Context: an optimization exercise on an open-source flow, tuned for small area, a short achievable clock period and few clock cycles. The choices shown serve that exercise and are no tape-out recipe. Only simulation tests tie the RTL to the original design; equivalence was not proved.

`design/flow/flow/run.sh`:
```
#!/bin/bash
export BUFFER_PORTS_ARGS="-buffer_cell sky130_fd_sc_hd__buf_2"
cp standard.sh standard_copy.sh.txt
bash standard.sh > standard.log 2>&1
```
`design/flow/standard.sh`:
```
#!/bin/bash
# synth_recipe.tcl (not shown) runs the flow's synth.tcl, then flattens the netlist and writes it again
# the make line also repeats each setting of config.mk as NAME=value (left out here)
make -C /OpenROAD-flow-scripts/flow DESIGN_CONFIG=/design/flow/config.mk WORK_HOME=/design/flow/orfs CLKGATE_MAP_FILE= SYNTH_SCRIPT=/design/flow/synth_recipe.tcl "${@:-finish}"
```
`design/flow/config.mk`:
```
export PLATFORM = sky130hd
export DESIGN_NAME = maxfinder
export DESIGN_NICKNAME = maxfinder
export VERILOG_FILES = /design/flow/design.v
export SDC_FILE = /design/flow/constraint.sdc
export NUM_CORES = 4
export LEC_CHECK = 0
export CAP_MARGIN = 20
export CORE_MARGIN = 2
export CORE_UTILIZATION = 40
export SLEW_MARGIN = 20
export SYNTH_HIERARCHICAL = 1
export SYNTH_MINIMUM_KEEP_SIZE = 0
```
`design/flow/constraint.sdc`:
```
create_clock -name core_clock -period 9.0 [get_ports {clk}]
set_input_delay 1.8000 -clock core_clock [delete_from_list [all_inputs] [get_ports {clk}]]
set_output_delay 1.8000 -clock core_clock [all_outputs]
set_load 0.01 [all_outputs]
```
`design/flow/design.v`:
```
module maxfinder(clk, rst, start, x1, x2, x3, x4, eps, done, result);
input clk, start, rst;
input [4:0] x1, x2, x3, x4, eps;
output done;
output [4:0] result;
reg active;    
reg ph2;       
reg lx;        
reg [3:0] v1, v2, v3, v4;
wire signed [4:0] a1 = active ? {1'b0, v1} : x1;
wire signed [4:0] a2 = active ? {1'b0, v2} : x2;
wire signed [4:0] a3 = active ? {1'b0, v3} : x3;
wire signed [4:0] a4 = active ? {1'b0, v4} : x4;
wire [3:0] n1, n2, n3, n4;
wire signed [6:0] t1 = a2 + a3 + a4;
wire p1_1;
assign p1_1 = eps[0] & t1[0];
wire p1_2;
assign p1_2 = eps[0] & t1[1];
wire p1_3;
assign p1_3 = eps[0] & t1[2];
wire p1_4;
assign p1_4 = eps[0] & t1[3];
wire p1_5;
assign p1_5 = eps[0] & t1[4];
wire p1_6;
assign p1_6 = eps[0] & t1[5];
wire p1_7;
assign p1_7 = ~(eps[0] & t1[6]);
wire p1_8;
assign p1_8 = eps[1] & t1[0];
wire p1_9;
assign p1_9 = eps[1] & t1[1];
wire p1_10;
assign p1_10 = eps[1] & t1[2];
wire p1_11;
assign p1_11 = eps[1] & t1[3];
wire p1_12;
assign p1_12 = eps[1] & t1[4];
wire p1_13;
assign p1_13 = eps[1] & t1[5];
wire p1_14;
assign p1_14 = ~(eps[1] & t1[6]);
wire p1_15;
assign p1_15 = eps[2] & t1[0];
wire p1_16;
assign p1_16 = eps[2] & t1[1];
wire p1_17;
assign p1_17 = eps[2] & t1[2];
wire p1_18;
assign p1_18 = eps[2] & t1[3];
wire p1_19;
assign p1_19 = eps[2] & t1[4];
wire p1_20;
assign p1_20 = eps[2] & t1[5];
wire p1_21;
assign p1_21 = ~(eps[2] & t1[6]);
wire p1_22;
assign p1_22 = eps[3] & t1[0];
wire p1_23;
assign p1_23 = eps[3] & t1[1];
wire p1_24;
assign p1_24 = eps[3] & t1[2];
wire p1_25;
assign p1_25 = eps[3] & t1[3];
wire p1_26;
assign p1_26 = eps[3] & t1[4];
wire p1_27;
assign p1_27 = eps[3] & t1[5];
wire p1_28;
assign p1_28 = ~(eps[3] & t1[6]);
wire [10:0] e1 = {{3{a1[4]}}, a1, 3'b000} + 11'd80;
wire s1_s29;
wire s1_c30;
mf_fa s1_f30 (p1_15, p1_9, p1_3, s1_s29, s1_c30);
wire s1_s31;
wire s1_c32;
mf_fa s1_f32 (e1[3], p1_22, p1_16, s1_s31, s1_c32);
wire s1_s33;
wire s1_c34;
mf_fa s1_f34 (p1_10, p1_4, s1_s31, s1_s33, s1_c34);
wire s1_s35;
wire s1_c36;
mf_fa s1_f36 (e1[4], ~t1[0], p1_23, s1_s35, s1_c36);
wire s1_s37;
wire s1_c38;
mf_fa s1_f38 (p1_17, p1_11, p1_5, s1_s37, s1_c38);
wire s1_s39;
wire s1_c40;
mf_fa s1_f40 (s1_c32, s1_s35, s1_s37, s1_s39, s1_c40);
wire s1_s41;
wire s1_c42;
mf_fa s1_f42 (e1[5], ~t1[1], p1_24, s1_s41, s1_c42);
wire s1_s43;
wire s1_c44;
mf_fa s1_f44 (p1_18, p1_12, s1_c36, s1_s43, s1_c44);
wire s1_s45;
wire s1_c46;
mf_fa s1_f46 (p1_6, s1_s41, s1_c38, s1_s45, s1_c46);
wire s1_s47;
wire s1_c48;
mf_fa s1_f48 (s1_s43, s1_c40, s1_s45, s1_s47, s1_c48);
wire s1_s49;
wire s1_c50;
mf_fa s1_f50 (e1[6], ~t1[2], p1_25, s1_s49, s1_c50);
wire s1_s51;
wire s1_c52;
mf_fa s1_f52 (p1_19, p1_13, s1_c42, s1_s51, s1_c52);
wire s1_s53;
wire s1_c54;
mf_fa s1_f54 (s1_s49, s1_c44, p1_7, s1_s53, s1_c54);
wire s1_s55;
wire s1_c56;
mf_fa s1_f56 (s1_s51, s1_c46, s1_s53, s1_s55, s1_c56);
wire s1_s57;
wire s1_c58;
mf_fa s1_f58 (e1[7], ~t1[3], p1_26, s1_s57, s1_c58);
wire s1_s59;
wire s1_c60;
mf_fa s1_f60 (p1_20, s1_c50, s1_s57, s1_s59, s1_c60);
wire s1_s61;
wire s1_c62;
mf_fa s1_f62 (p1_14, s1_c52, s1_s59, s1_s61, s1_c62);
wire s1_s63;
wire s1_c64;
mf_fa s1_f64 (s1_c54, s1_s61, s1_c56, s1_s63, s1_c64);
wire s1_s65;
wire s1_c66;
mf_fa s1_f66 (e1[8], ~t1[4], p1_27, s1_s65, s1_c66);
wire s1_s67;
wire s1_c68;
mf_fa s1_f68 (s1_c58, p1_21, s1_s65, s1_s67, s1_c68);
wire s1_s69;
wire s1_c70;
mf_fa s1_f70 (s1_c60, s1_s67, s1_c62, s1_s69, s1_c70);
wire s1_s71;
wire s1_c72;
mf_fa s1_f72 (e1[9], ~t1[5], s1_c66, s1_s71, s1_c72);
wire s1_s73;
wire s1_c74;
mf_fa s1_f74 (p1_28, s1_c68, s1_s71, s1_s73, s1_c74);
wire s1_s75;
wire s1_c76;
mf_fa s1_f76 (e1[10], t1[6], s1_c72, s1_s75, s1_c76);
wire [10:0] s1_ = {s1_c74, s1_c70, s1_c64, s1_s63, s1_c48, s1_s47, s1_c34, s1_c30, s1_s29, p1_2, p1_1} + {s1_s75, s1_s73, s1_s69, 1'b0, s1_s55, 1'b0, s1_s39, s1_s33, 1'b0, p1_8, 1'b0};
assign n1 = s1_[10] ? 4'd0 : s1_[6:3];
wire signed [6:0] t2 = a1 + a3 + a4;
wire p2_77;
assign p2_77 = eps[0] & t2[0];
wire p2_78;
assign p2_78 = eps[0] & t2[1];
wire p2_79;
assign p2_79 = eps[0] & t2[2];
wire p2_80;
assign p2_80 = eps[0] & t2[3];
wire p2_81;
assign p2_81 = eps[0] & t2[4];
wire p2_82;
assign p2_82 = eps[0] & t2[5];
wire p2_83;
assign p2_83 = ~(eps[0] & t2[6]);
wire p2_84;
assign p2_84 = eps[1] & t2[0];
wire p2_85;
assign p2_85 = eps[1] & t2[1];
wire p2_86;
assign p2_86 = eps[1] & t2[2];
wire p2_87;
assign p2_87 = eps[1] & t2[3];
wire p2_88;
assign p2_88 = eps[1] & t2[4];
wire p2_89;
assign p2_89 = eps[1] & t2[5];
wire p2_90;
assign p2_90 = ~(eps[1] & t2[6]);
wire p2_91;
assign p2_91 = eps[2] & t2[0];
wire p2_92;
assign p2_92 = eps[2] & t2[1];
wire p2_93;
assign p2_93 = eps[2] & t2[2];
wire p2_94;
assign p2_94 = eps[2] & t2[3];
wire p2_95;
assign p2_95 = eps[2] & t2[4];
wire p2_96;
assign p2_96 = eps[2] & t2[5];
wire p2_97;
assign p2_97 = ~(eps[2] & t2[6]);
wire p2_98;
assign p2_98 = eps[3] & t2[0];
wire p2_99;
assign p2_99 = eps[3] & t2[1];
wire p2_100;
assign p2_100 = eps[3] & t2[2];
wire p2_101;
assign p2_101 = eps[3] & t2[3];
wire p2_102;
assign p2_102 = eps[3] & t2[4];
wire p2_103;
assign p2_103 = eps[3] & t2[5];
wire p2_104;
assign p2_104 = ~(eps[3] & t2[6]);
wire [10:0] e2 = {{3{a2[4]}}, a2, 3'b000} + 11'd80;
wire s2_s105;
wire s2_c106;
mf_fa s2_f106 (p2_91, p2_85, p2_79, s2_s105, s2_c106);
wire s2_s107;
wire s2_c108;
mf_fa s2_f108 (e2[3], p2_98, p2_92, s2_s107, s2_c108);
wire s2_s109;
wire s2_c110;
mf_fa s2_f110 (p2_86, p2_80, s2_s107, s2_s109, s2_c110);
wire s2_s111;
wire s2_c112;
mf_fa s2_f112 (e2[4], ~t2[0], p2_99, s2_s111, s2_c112);
wire s2_s113;
wire s2_c114;
mf_fa s2_f114 (p2_93, p2_87, p2_81, s2_s113, s2_c114);
wire s2_s115;
wire s2_c116;
mf_fa s2_f116 (s2_c108, s2_s111, s2_s113, s2_s115, s2_c116);
wire s2_s117;
wire s2_c118;
mf_fa s2_f118 (e2[5], ~t2[1], p2_100, s2_s117, s2_c118);
wire s2_s119;
wire s2_c120;
mf_fa s2_f120 (p2_94, p2_88, s2_c112, s2_s119, s2_c120);
wire s2_s121;
wire s2_c122;
mf_fa s2_f122 (p2_82, s2_s117, s2_c114, s2_s121, s2_c122);
wire s2_s123;
wire s2_c124;
mf_fa s2_f124 (s2_s119, s2_c116, s2_s121, s2_s123, s2_c124);
wire s2_s125;
wire s2_c126;
mf_fa s2_f126 (e2[6], ~t2[2], p2_101, s2_s125, s2_c126);
wire s2_s127;
wire s2_c128;
mf_fa s2_f128 (p2_95, p2_89, s2_c118, s2_s127, s2_c128);
wire s2_s129;
wire s2_c130;
mf_fa s2_f130 (s2_s125, s2_c120, p2_83, s2_s129, s2_c130);
wire s2_s131;
wire s2_c132;
mf_fa s2_f132 (s2_s127, s2_c122, s2_s129, s2_s131, s2_c132);
wire s2_s133;
wire s2_c134;
mf_fa s2_f134 (e2[7], ~t2[3], p2_102, s2_s133, s2_c134);
wire s2_s135;
wire s2_c136;
mf_fa s2_f136 (p2_96, s2_c126, s2_s133, s2_s135, s2_c136);
wire s2_s137;
wire s2_c138;
mf_fa s2_f138 (p2_90, s2_c128, s2_s135, s2_s137, s2_c138);
wire s2_s139;
wire s2_c140;
mf_fa s2_f140 (s2_c130, s2_s137, s2_c132, s2_s139, s2_c140);
wire s2_s141;
wire s2_c142;
mf_fa s2_f142 (e2[8], ~t2[4], p2_103, s2_s141, s2_c142);
wire s2_s143;
wire s2_c144;
mf_fa s2_f144 (s2_c134, p2_97, s2_s141, s2_s143, s2_c144);
wire s2_s145;
wire s2_c146;
mf_fa s2_f146 (s2_c136, s2_s143, s2_c138, s2_s145, s2_c146);
wire s2_s147;
wire s2_c148;
mf_fa s2_f148 (e2[9], ~t2[5], s2_c142, s2_s147, s2_c148);
wire s2_s149;
wire s2_c150;
mf_fa s2_f150 (p2_104, s2_c144, s2_s147, s2_s149, s2_c150);
wire s2_s151;
wire s2_c152;
mf_fa s2_f152 (e2[10], t2[6], s2_c148, s2_s151, s2_c152);
wire [10:0] s2_ = {s2_c150, s2_c146, s2_c140, s2_s139, s2_c124, s2_s123, s2_c110, s2_c106, s2_s105, p2_78, p2_77} + {s2_s151, s2_s149, s2_s145, 1'b0, s2_s131, 1'b0, s2_s115, s2_s109, 1'b0, p2_84, 1'b0};
assign n2 = s2_[10] ? 4'd0 : s2_[6:3];
wire signed [6:0] t3 = a1 + a2 + a4;
wire p3_153;
assign p3_153 = eps[0] & t3[0];
wire p3_154;
assign p3_154 = eps[0] & t3[1];
wire p3_155;
assign p3_155 = eps[0] & t3[2];
wire p3_156;
assign p3_156 = eps[0] & t3[3];
wire p3_157;
assign p3_157 = eps[0] & t3[4];
wire p3_158;
assign p3_158 = eps[0] & t3[5];
wire p3_159;
assign p3_159 = ~(eps[0] & t3[6]);
wire p3_160;
assign p3_160 = eps[1] & t3[0];
wire p3_161;
assign p3_161 = eps[1] & t3[1];
wire p3_162;
assign p3_162 = eps[1] & t3[2];
wire p3_163;
assign p3_163 = eps[1] & t3[3];
wire p3_164;
assign p3_164 = eps[1] & t3[4];
wire p3_165;
assign p3_165 = eps[1] & t3[5];
wire p3_166;
assign p3_166 = ~(eps[1] & t3[6]);
wire p3_167;
assign p3_167 = eps[2] & t3[0];
wire p3_168;
assign p3_168 = eps[2] & t3[1];
wire p3_169;
assign p3_169 = eps[2] & t3[2];
wire p3_170;
assign p3_170 = eps[2] & t3[3];
wire p3_171;
assign p3_171 = eps[2] & t3[4];
wire p3_172;
assign p3_172 = eps[2] & t3[5];
wire p3_173;
assign p3_173 = ~(eps[2] & t3[6]);
wire p3_174;
assign p3_174 = eps[3] & t3[0];
wire p3_175;
assign p3_175 = eps[3] & t3[1];
wire p3_176;
assign p3_176 = eps[3] & t3[2];
wire p3_177;
assign p3_177 = eps[3] & t3[3];
wire p3_178;
assign p3_178 = eps[3] & t3[4];
wire p3_179;
assign p3_179 = eps[3] & t3[5];
wire p3_180;
assign p3_180 = ~(eps[3] & t3[6]);
wire [10:0] e3 = {{3{a3[4]}}, a3, 3'b000} + 11'd80;
wire s3_s181;
wire s3_c182;
mf_fa s3_f182 (p3_167, p3_161, p3_155, s3_s181, s3_c182);
wire s3_s183;
wire s3_c184;
mf_fa s3_f184 (e3[3], p3_174, p3_168, s3_s183, s3_c184);
wire s3_s185;
wire s3_c186;
mf_fa s3_f186 (p3_162, p3_156, s3_s183, s3_s185, s3_c186);
wire s3_s187;
wire s3_c188;
mf_fa s3_f188 (e3[4], ~t3[0], p3_175, s3_s187, s3_c188);
wire s3_s189;
wire s3_c190;
mf_fa s3_f190 (p3_169, p3_163, p3_157, s3_s189, s3_c190);
wire s3_s191;
wire s3_c192;
mf_fa s3_f192 (s3_c184, s3_s187, s3_s189, s3_s191, s3_c192);
wire s3_s193;
wire s3_c194;
mf_fa s3_f194 (e3[5], ~t3[1], p3_176, s3_s193, s3_c194);
wire s3_s195;
wire s3_c196;
mf_fa s3_f196 (p3_170, p3_164, s3_c188, s3_s195, s3_c196);
wire s3_s197;
wire s3_c198;
mf_fa s3_f198 (p3_158, s3_s193, s3_c190, s3_s197, s3_c198);
wire s3_s199;
wire s3_c200;
mf_fa s3_f200 (s3_s195, s3_c192, s3_s197, s3_s199, s3_c200);
wire s3_s201;
wire s3_c202;
mf_fa s3_f202 (e3[6], ~t3[2], p3_177, s3_s201, s3_c202);
wire s3_s203;
wire s3_c204;
mf_fa s3_f204 (p3_171, p3_165, s3_c194, s3_s203, s3_c204);
wire s3_s205;
wire s3_c206;
mf_fa s3_f206 (s3_s201, s3_c196, p3_159, s3_s205, s3_c206);
wire s3_s207;
wire s3_c208;
mf_fa s3_f208 (s3_s203, s3_c198, s3_s205, s3_s207, s3_c208);
wire s3_s209;
wire s3_c210;
mf_fa s3_f210 (e3[7], ~t3[3], p3_178, s3_s209, s3_c210);
wire s3_s211;
wire s3_c212;
mf_fa s3_f212 (p3_172, s3_c202, s3_s209, s3_s211, s3_c212);
wire s3_s213;
wire s3_c214;
mf_fa s3_f214 (p3_166, s3_c204, s3_s211, s3_s213, s3_c214);
wire s3_s215;
wire s3_c216;
mf_fa s3_f216 (s3_c206, s3_s213, s3_c208, s3_s215, s3_c216);
wire s3_s217;
wire s3_c218;
mf_fa s3_f218 (e3[8], ~t3[4], p3_179, s3_s217, s3_c218);
wire s3_s219;
wire s3_c220;
mf_fa s3_f220 (s3_c210, p3_173, s3_s217, s3_s219, s3_c220);
wire s3_s221;
wire s3_c222;
mf_fa s3_f222 (s3_c212, s3_s219, s3_c214, s3_s221, s3_c222);
wire s3_s223;
wire s3_c224;
mf_fa s3_f224 (e3[9], ~t3[5], s3_c218, s3_s223, s3_c224);
wire s3_s225;
wire s3_c226;
mf_fa s3_f226 (p3_180, s3_c220, s3_s223, s3_s225, s3_c226);
wire s3_s227;
wire s3_c228;
mf_fa s3_f228 (e3[10], t3[6], s3_c224, s3_s227, s3_c228);
wire [10:0] s3_ = {s3_c226, s3_c222, s3_c216, s3_s215, s3_c200, s3_s199, s3_c186, s3_c182, s3_s181, p3_154, p3_153} + {s3_s227, s3_s225, s3_s221, 1'b0, s3_s207, 1'b0, s3_s191, s3_s185, 1'b0, p3_160, 1'b0};
assign n3 = s3_[10] ? 4'd0 : s3_[6:3];
wire signed [6:0] t4 = a1 + a2 + a3;
wire p4_229;
assign p4_229 = eps[0] & t4[0];
wire p4_230;
assign p4_230 = eps[0] & t4[1];
wire p4_231;
assign p4_231 = eps[0] & t4[2];
wire p4_232;
assign p4_232 = eps[0] & t4[3];
wire p4_233;
assign p4_233 = eps[0] & t4[4];
wire p4_234;
assign p4_234 = eps[0] & t4[5];
wire p4_235;
assign p4_235 = ~(eps[0] & t4[6]);
wire p4_236;
assign p4_236 = eps[1] & t4[0];
wire p4_237;
assign p4_237 = eps[1] & t4[1];
wire p4_238;
assign p4_238 = eps[1] & t4[2];
wire p4_239;
assign p4_239 = eps[1] & t4[3];
wire p4_240;
assign p4_240 = eps[1] & t4[4];
wire p4_241;
assign p4_241 = eps[1] & t4[5];
wire p4_242;
assign p4_242 = ~(eps[1] & t4[6]);
wire p4_243;
assign p4_243 = eps[2] & t4[0];
wire p4_244;
assign p4_244 = eps[2] & t4[1];
wire p4_245;
assign p4_245 = eps[2] & t4[2];
wire p4_246;
assign p4_246 = eps[2] & t4[3];
wire p4_247;
assign p4_247 = eps[2] & t4[4];
wire p4_248;
assign p4_248 = eps[2] & t4[5];
wire p4_249;
assign p4_249 = ~(eps[2] & t4[6]);
wire p4_250;
assign p4_250 = eps[3] & t4[0];
wire p4_251;
assign p4_251 = eps[3] & t4[1];
wire p4_252;
assign p4_252 = eps[3] & t4[2];
wire p4_253;
assign p4_253 = eps[3] & t4[3];
wire p4_254;
assign p4_254 = eps[3] & t4[4];
wire p4_255;
assign p4_255 = eps[3] & t4[5];
wire p4_256;
assign p4_256 = ~(eps[3] & t4[6]);
wire [10:0] e4 = {{3{a4[4]}}, a4, 3'b000} + 11'd80;
wire s4_s257;
wire s4_c258;
mf_fa s4_f258 (p4_243, p4_237, p4_231, s4_s257, s4_c258);
wire s4_s259;
wire s4_c260;
mf_fa s4_f260 (e4[3], p4_250, p4_244, s4_s259, s4_c260);
wire s4_s261;
wire s4_c262;
mf_fa s4_f262 (p4_238, p4_232, s4_s259, s4_s261, s4_c262);
wire s4_s263;
wire s4_c264;
mf_fa s4_f264 (e4[4], ~t4[0], p4_251, s4_s263, s4_c264);
wire s4_s265;
wire s4_c266;
mf_fa s4_f266 (p4_245, p4_239, p4_233, s4_s265, s4_c266);
wire s4_s267;
wire s4_c268;
mf_fa s4_f268 (s4_c260, s4_s263, s4_s265, s4_s267, s4_c268);
wire s4_s269;
wire s4_c270;
mf_fa s4_f270 (e4[5], ~t4[1], p4_252, s4_s269, s4_c270);
wire s4_s271;
wire s4_c272;
mf_fa s4_f272 (p4_246, p4_240, s4_c264, s4_s271, s4_c272);
wire s4_s273;
wire s4_c274;
mf_fa s4_f274 (p4_234, s4_s269, s4_c266, s4_s273, s4_c274);
wire s4_s275;
wire s4_c276;
mf_fa s4_f276 (s4_s271, s4_c268, s4_s273, s4_s275, s4_c276);
wire s4_s277;
wire s4_c278;
mf_fa s4_f278 (e4[6], ~t4[2], p4_253, s4_s277, s4_c278);
wire s4_s279;
wire s4_c280;
mf_fa s4_f280 (p4_247, p4_241, s4_c270, s4_s279, s4_c280);
wire s4_s281;
wire s4_c282;
mf_fa s4_f282 (s4_s277, s4_c272, p4_235, s4_s281, s4_c282);
wire s4_s283;
wire s4_c284;
mf_fa s4_f284 (s4_s279, s4_c274, s4_s281, s4_s283, s4_c284);
wire s4_s285;
wire s4_c286;
mf_fa s4_f286 (e4[7], ~t4[3], p4_254, s4_s285, s4_c286);
wire s4_s287;
wire s4_c288;
mf_fa s4_f288 (p4_248, s4_c278, s4_s285, s4_s287, s4_c288);
wire s4_s289;
wire s4_c290;
mf_fa s4_f290 (p4_242, s4_c280, s4_s287, s4_s289, s4_c290);
wire s4_s291;
wire s4_c292;
mf_fa s4_f292 (s4_c282, s4_s289, s4_c284, s4_s291, s4_c292);
wire s4_s293;
wire s4_c294;
mf_fa s4_f294 (e4[8], ~t4[4], p4_255, s4_s293, s4_c294);
wire s4_s295;
wire s4_c296;
mf_fa s4_f296 (s4_c286, p4_249, s4_s293, s4_s295, s4_c296);
wire s4_s297;
wire s4_c298;
mf_fa s4_f298 (s4_c288, s4_s295, s4_c290, s4_s297, s4_c298);
wire s4_s299;
wire s4_c300;
mf_fa s4_f300 (e4[9], ~t4[5], s4_c294, s4_s299, s4_c300);
wire s4_s301;
wire s4_c302;
mf_fa s4_f302 (p4_256, s4_c296, s4_s299, s4_s301, s4_c302);
wire s4_s303;
wire s4_c304;
mf_fa s4_f304 (e4[10], t4[6], s4_c300, s4_s303, s4_c304);
wire [10:0] s4_ = {s4_c302, s4_c298, s4_c292, s4_s291, s4_c276, s4_s275, s4_c262, s4_c258, s4_s257, p4_230, p4_229} + {s4_s303, s4_s301, s4_s297, 1'b0, s4_s283, 1'b0, s4_s267, s4_s261, 1'b0, p4_236, 1'b0};
assign n4 = s4_[10] ? 4'd0 : s4_[6:3];
function lt2(input f1, f2, f3, f4);
    lt2 = !((f1 & (f2 | f3 | f4)) | (f2 & (f3 | f4)) | (f3 & f4));
endfunction
wire z1 = |v1, z2 = |v2, z3 = |v3, z4 = |v4;
wire g12 = v1 > v2, e12 = v1 == v2;
wire g34 = v3 > v4, e34 = v3 == v4;
wire [3:0] w12 = g12 ? v1 : v2;
wire [3:0] w34 = g34 ? v3 : v4;
wire gf = w12 > w34, ef = w12 == w34;
wire [3:0] vmax = gf ? w12 : w34;
wire u1 = gf & g12;
wire u2 = gf & !g12 & !e12;
wire u3 = !gf & !ef & g34;
wire u4 = !gf & !ef & !g34 & !e34;
wire uniq = u1 | u2 | u3 | u4;
wire [5:0] sv = v1 + v2 + v3 + v4;
wire known = eps[3] & (!uniq | ({vmax, 1'b0} > sv));
wire k1 = lx ? z1 : u1;
wire k2 = lx ? z2 : u2;
wire k3 = lx ? z3 : u3;
wire k4 = lx ? z4 : u4;
assign done = active & (ph2 | lx | known | lt2(z1, z2, z3, z4));
assign result = ({5{k1}} & x1) | ({5{k2}} & x2) | ({5{k3}} & x3) | ({5{k4}} & x4);
always @(posedge clk) begin
    v1 <= n1; v2 <= n2; v3 <= n3; v4 <= n4;
    lx <= !active & lt2(|a1, |a2, |a3, |a4);
    if (rst) begin
        active <= 1'b0;
        ph2 <= 1'b0;
    end else begin
        active <= active ? !done : start;
        ph2 <= active & !done;
    end
end
endmodule
module mf_fa(input a, b, c, output s, co);
assign s = a ^ b ^ c;
assign co = (a & b) | (a & c) | (b & c);
endmodule
module mf_ha(input a, b, output s, co);
assign s = a ^ b;
assign co = a & b;
endmodule
```
==> notes.md <==
[Yosys stat by module, one instance, submodules excluded]
module	cells	flip-flops and latches	copies in the design
maxfinder	607	19	1
mf_fa	1	0	96
[routing by layer]
metal  global-route usage [%]  wire length, um
met5                        0                0
met4                     4.55              280
met3                    0.647              492
met2                     34.7             8490
met1                     27.7             7680
[cell families after synthesis]
logic type	after synthesis
AOI/OAI and AO/OA	114
xor gates and xnor gates	43
adders and majority gates	192
buffers and inverters	79
DFF	19
muxes	29
and+or+nand+nor	227
[worst register-to-register path: stages, from the launching register on]
cell,delay [ns]
dfxtp_1,0.44
buf_4,0.33
mux2i_1,0.72
inv_1,0.34
fa_1,0.55
ha_1,0.24
fa_1,0.40
xor2_1,0.35
inv_1,0.13
fa_1,0.50
fa_1,0.52
fa_1,0.44
fa_1,0.40
ha_1,0.22
or3_1,0.36
a31o_2,0.23
a21o_1,0.22
a21oi_1,0.16
[cells in the mapped netlist, types with 3 or more instances]
library cell / instances
a31o_1: 3
and2_1: 80
nor2_1: 17
mux2i_1: 24
nand4_1: 11
buf_6: 3
and3_1: 14
a211oi_1: 6
or4_1: 4
nand3b_1: 4
dfxtp_1: 19
clkbuf_1: 14
a21oi_1: 35
nor2b_1: 21
a31oi_1: 8
xor2_1: 27
nor3_1: 8
ha_1: 72
o21ai_0: 18
mux2_2: 5
nor3b_1: 7
a41oi_1: 7
nand3_1: 11
a21o_1: 14
fa_1: 119
or3_1: 6
inv_1: 61
nand2_1: 35
xnor2_1: 16
[state kept, by name, indices dropped and copies added (netlist names)]
name,cells
v1,4
active,1
v4,4
v2,4
lx,1
v3,4
ph2,1
[layout make-up]
cell class | count | area (um2)
tap | 220 | 275
timing repair buffer | 35 | 183
sequential | 19 | 380
multi-input combinational | 605 | 6000
fill | 1617 | 9320
clock buffer | 3 | 75.1
inverter | 61 | 229
clock inverter | 1 | 5.00
[final timing paths]
kind,startpoint,endpoint,slack [ns],cells after the start
max,x2[1],v3[3],1.50,20
min,ph2,ph2,0.58,3
max reg2reg,active,v2[2],2.37,17
min reg2reg,ph2,ph2,0.58,3
[metrics by stage]
stage          setup slack (ns)  cell area (um2)
2_1_floorplan              2.07             6700
3_3_place_gp               1.34             7070
3_5_place_dp               1.23             7070
4_1_cts                    1.50             7150
5_1_grt                    1.15             7150
6_report                   1.50             7150
==> flow_summary.json <==
{
  "status": "complete, no violations",
  "netlist_instances": 703,
  "cts_root_buffer": "clkbuf_16",
  "fin_nets": 944,
  "setup.worst_path.end_class": "register",
  "syn_area_per_cell_um2": 9.54,
  "cpLargestDelayFamily": "adder cells",
  "seq_area_frac_synth_pct": 5.67,
  "synth_largest_area_cell": "fa_1",
  "tritoncts": "yes",
  "slew_headroom_pct": 42.1,
  "worst_pin_slew_ns": 0.845,
  "finalCriticalPeriod_ns": 7.50,
  "worst_hold_path_type": "reg2reg",
  "stdcell_count": 944,
  "synth_compound_area_share_pct": 11.0,
  "crit_fanout": 5,
  "viasPerCell": 5.53,
  "timing.fmax_mhz": 133,
  "crit_buf_inv": 3,
  "drive_above_1_share_pct": 6.77,
  "core_area_um2": 16500,
  "diodes": 0,
  "dieHeight_um": 133,
  "via_count": 5224,
  "critical_path.startpoint_type": "primary input",
  "initial_core_util_pct": 40.7,
  "cp.required_ns": 9.18,
  "synth_xor_xnor_area_share_pct": 5.62,
  "synth_top_family_by_area": "adder cells",
  "yosys_warnings": 7,
  "dieArea_um2": 17800,
  "slowest_stage": "fa_1",
  "htree_levels": 1,
  "crit_path_cell_trace": "buf_2, mux2i_1, inv_1, fa_1, inv_1, fa_1, nor2b_1, o21ai_0, a21boi_0, nor2_1, and2_1, fa_1, fa_1, fa_1, fa_1, ha_1, or3_1, a31o_2, a21o_1, a21oi_1",
  "synthToLayoutAreaGrowth_pct": 6.66,
  "cts_buffers": 3,
  "final_core_util_pct": 43.4,
  "muxShareOfSynthArea_pct": 4.42,
  "critPathKind": "in2reg",
  "track_usage_pct": 19.9,
  "antenna_left": 0,
  "io_buffer_count": 32,
  "grt_overflow": 0,
  "grt_antenna_before_repair": 0,
  "path_clk_slew_ns": 0.06,
  "dr.pass1.iters": 5,
  "hold_buffers": 0,
  "holdWs_ns": 0.579,
  "final_cell_mix": "119 x fa_1, 80 x and2_1, 72 x ha_1, 61 x inv_1",
  "wl_um": 16900,
  "synth-edff-count": 0,
  "place.gp.congestion": 0.894,
  "postCtsSetupRepairBufs": 0,
  "cts_max_path_buffers": 2,
  "tns_ns": 0,
  "async_flop_share_pct": 0,
  "synth-seq-cells": 19,
  "grt_pass1_wl_um": 28400,
  "setup_viol": 0,
  "worstSkewPairLatency_ns": 0.26,
  "cts_resized": 0,
  "timing_hold_violations_final": 0,
  "syn_nets": 922,
  "yosys.area.top_type_share_pct": 35.5,
  "dpl.hpwl_um": 14500,
  "placedCellCount": 940,
  "cpMostUsedCell": "fa_1",
  "num_rows": 47,
  "cp.arrival_ns": 7.67,
  "wire_per_inst_um": 17.9,
  "yosysUniqueCellTypes": 52,
  "finalCritPeriodShare_pct": 83.3,
  "die_w_um": 133,
  "synth_fa_ha_area_share_pct": 49.1,
  "slowest_delay_ns": 0.63,
  "synth_ff_type": "dfxtp_1",
  "grt_pass1_vias": 5496,
  "rsz0062_at_grt": "false",
  "clock_sinks": 19,
  "yosys-top-cells-area": "fa_1 36%, ha_1 13%, and2_1 7.5%",
  "drtIter0Drc": 337,
  "max_cap_violations": 0,
  "pin_count": 34,
  "layout_commonest_cell": "fa_1",
  "synth_simple_gate_area_share_pct": 19.3,
  "route.detailed.drc": 0,
  "drv_slew": 0,
  "grt_max_degree": 32,
  "synthesis.area_um2": 6700,
  "fin_skew_ns": 0.00347
}
Testbench counts, summed over its fixed seeds: cycles 3,295.

## afterwards: timing with drivers on the ports
Ports are ideal in the flow. The routed layout listed here was re-timed in OpenROAD.
Step 1 (the two cells are an assumption about what drives the block):
set clk [get_ports {clk}]
set_driving_cell -lib_cell sky130_fd_sc_hd__clkbuf_16 $clk
set_driving_cell -lib_cell sky130_fd_sc_hd__buf_2 [delete_from_list [all_inputs] $clk]
Step 2 adds t to the input delays and takes it off the output delays; t is the mean of the earliest and latest rising clock arrival at the registers after step 1. Input paths then give back, and output paths get back, about the clock's delay inside the block.
a / b / c = no drivers / after step 1 / after step 2; a / b = the first two.
shift t [ns]: 0.294
slack for setup (ns): 1.503 / 1.517 / 1.223
worst setup path at the end: input to register
latest minus earliest clock arrival (ns): 0.003 / 0.003
worst data-port slew with drivers (ns): 0.04
After both steps this run still meets setup and hold. The setup slack of this run moves by +0.014 ns with the drivers and by -0.280 ns with both steps.
